Background: an optimization exercise with open tools, aiming at small area. Do not read the settings as production practice. Only simulation tests tie the RTL to the original design; equivalence was not proved. Power figures rest on the tool's default switching activity, not on a simulated workload.

## MULTI_FIFOS
module MULTI_FIFOS #(
    parameter DATA_WIDTH = 8,                        
    parameter FIFO_DEPTH = 16,                       
    parameter NUM_FIFOS = 4                          
)(
    input  wire CLK,
    input  wire RST_N,
    input  wire [NUM_FIFOS-1:0] WR_EN,                
    input  wire [NUM_FIFOS-1:0] RD_EN,                
    input  wire [NUM_FIFOS*DATA_WIDTH-1:0] DIN,       
    output wire [NUM_FIFOS*DATA_WIDTH-1:0] DOUT,     
    output wire [NUM_FIFOS-1:0] FULL,                
    output wire [NUM_FIFOS-1:0] EMPTY                
);
    genvar i;
    generate
        for (i=0; i<NUM_FIFOS; i=i+1) begin : fifo_instances
            FIFO #(
                .DATA_WIDTH(DATA_WIDTH),
                .FIFO_DEPTH(FIFO_DEPTH)
            ) fifo_inst (
                .CLK(CLK),
                .RST_N(RST_N),
                .WR_EN(WR_EN[i]),
                .RD_EN(RD_EN[i]),
                .DIN(DIN[(i + 1) * DATA_WIDTH - 1:i * DATA_WIDTH]),
                .DOUT(DOUT[(i + 1) * DATA_WIDTH - 1:i * DATA_WIDTH]),
                .FULL(FULL[i]),
                .EMPTY(EMPTY[i])
            );
        end
    endgenerate
endmodule
clock: 5.0 ns
lec_check: 0
cap_margin: 0
core_margin: 2
core_utilization: 70
slew_margin: 0
synth_hierarchical: 1
synth_minimum_keep_size: 0
standard.sh (not shown) runs the stock make flow with config.mk's settings and CLKGATE_MAP_FILE= SYNTH_SCRIPT=/design/flow/synth_recipe.tcl, a recipe that flattens the netlist after the stock synthesis.
==> flow/flow/run.sh <==
#!/bin/bash
# Standard ORFS layout (standard.sh, unchanged synthesis) with three changes,
# all set in settings.sh: port buffers use the smallest buffer cell, clock
# tree synthesis uses small clock buffers without dummy loads, and after the
# placement repair, logic cells off the critical paths are sized down
# (recover.tcl). ORFS writes each step's log under orfs/logs; make's own
# output goes to flow_make.log.
set -euo pipefail
cd "$(dirname "$0")/.."
source flow/settings.sh
bash standard.sh > flow_make.log 2>&1
==> flow/flow/recover.tcl <==
# Downsize cells off the critical paths (area/power recovery) before detailed placement.
log_cmd repair_timing -recover_power 100
# Then try the smallest drive strength of every remaining logic gate,
# keeping the change only if the worst setup slack stays above 0.5 ns
# and no new slew or capacitance violation appears.
foreach inst [get_cells *] {
  set ref [get_property $inst ref_name]
  if { ![regexp {^(sky130_fd_sc_hd__[a-z0-9]+)_([2-9]|1[0-9])$} $ref -> base size] } { continue }
  if { [regexp {__(buf|clkbuf|inv|clkinv|df|edf|sdf|dl)} $base] } { continue }
  set small [get_lib_cells -quiet */${base}_1]
  if { [llength $small] == 0 } { set small [get_lib_cells -quiet */${base}_0] }
  if { [llength $small] == 0 } { continue }
  set slew0 [sta::max_slew_violation_count]
  set cap0 [sta::max_capacitance_violation_count]
  replace_cell $inst [lindex $small 0]
  estimate_parasitics -placement
  set after [sta::worst_slack_cmd max]
  set bad [expr { $after < 0.5e-9 || [sta::max_slew_violation_count] > $slew0 || [sta::max_capacitance_violation_count] > $cap0 }]
  if { $bad } {
    replace_cell $inst [get_lib_cells */$ref]
    estimate_parasitics -placement
  } else {
    puts "downsized [get_full_name $inst] $ref -> [get_name [lindex $small 0]]"
  }
}
==> flow/flow/settings.sh <==
export BUFFER_PORTS_ARGS="-buffer_cell sky130_fd_sc_hd__buf_1"
export CTS_ARGS="-sink_clustering_enable -repair_clock_nets -dont_use_dummy_load -sink_clustering_size 10 -sink_clustering_max_diameter 60 -buf_list sky130_fd_sc_hd__clkbuf_4"
export POST_RESIZE_TCL="$PWD/flow/recover.tcl"
Next try:
--- a/flow/flow/run.sh
+++ b/flow/flow/run.sh
@@ -5 +5 @@
-# placement repair, logic cells off the critical paths are sized down
+# placement repair, cells off the critical paths are sized down
Worst setup slack stays the same. Worst hold slack stays the same. Fmax does not change. Wire length is unchanged. Register-to-register slack is about the same. Combinational power is about the same. Final area stays the same. Global-route usage does not change. Synthesized cell count does not change.
Next try:
--- a/flow/flow/run.sh
+++ b/flow/flow/run.sh
@@ -5 +5 @@
-# placement repair, cells off the critical paths are sized down
+# placement repair, logic cells off the critical paths are sized down
==> flow/flow/settings.sh (replaced) <==
export BUFFER_PORTS_ARGS="-buffer_cell sky130_fd_sc_hd__buf_1"
export CTS_ARGS="-sink_clustering_enable -repair_clock_nets -dont_use_dummy_load -sink_clustering_size 10 -sink_clustering_max_diameter 60 -buf_list {sky130_fd_sc_hd__clkbuf_2 sky130_fd_sc_hd__clkbuf_4}"
export POST_RESIZE_TCL="$PWD/flow/recover.tcl"
Outcome: Wire length does not change; hold slack does not change; power stays the same; worst setup slack does not change; final area stays the same.
Next try:
--- a/flow/flow/run.sh
+++ b/flow/flow/run.sh
@@ -5 +5 @@
-# placement repair, logic cells off the critical paths are sized down
+# placement repair, cells off the critical paths are sized down
--- a/flow/flow/recover.tcl
+++ b/flow/flow/recover.tcl
@@ -9 +9 @@
-  if { [regexp {__(buf|clkbuf|inv|clkinv|df|edf|sdf|dl)} $base] } { continue }
+  if { [regexp {__(clkbuf|clkinv|df|edf|sdf|dl)} $base] } { continue }
==> flow/flow/settings.sh (replaced) <==
export BUFFER_PORTS_ARGS="-buffer_cell sky130_fd_sc_hd__buf_1"
export CTS_ARGS="-sink_clustering_enable -repair_clock_nets -dont_use_dummy_load -sink_clustering_size 10 -sink_clustering_max_diameter 60 -buf_list sky130_fd_sc_hd__clkbuf_4"
export POST_RESIZE_TCL="$PWD/flow/recover.tcl"
Sequential cell count does not change.
Setup slack does not change.
Design area stays the same.
Critical path depth stays the same.
Clock-buffer cell count does not change.
First-iteration DRC count does not change.
Sequential power stays flat.
Synthesized area is unchanged.
Die area stays the same.

-- what the ideal ports hide --
Ports are ideal in the flow. The routed layouts listed here were re-timed in OpenROAD.
Step 1 assumes that a clkbuf_16 drives the clock port and a buf_2 every other input.
Step 2, shift: input delay + t, output delay - t, t = (earliest + latest rising clock arrival at the registers) / 2. This alone moves slack from input paths to output paths.
a / b / c = ideal / step 1 / step 2; a / b = the first two.
| run | shift t [ns] | setup WS [ns] | worst hold slack (ns) | worst setup path at the end | pins driven straight from the clock port |
|---|---|---|---|---|---|
| the first run | 0.726 | 1.767 / 1.721 / 1.654 | 0.423 / 0.423 / 0.423 | input to register | 1 |
| the second run | 0.726 | 1.767 / 1.721 / 1.654 | 0.423 / 0.423 / 0.423 | input to register | 1 |
| the third run | 0.726 | 1.767 / 1.721 / 1.654 | 0.423 / 0.423 / 0.423 | input to register | 1 |
| the fourth run | 0.726 | 1.767 / 1.721 / 1.654 | 0.423 / 0.423 / 0.423 | input to register | 1 |
After both steps setup and hold are still met in every run listed.
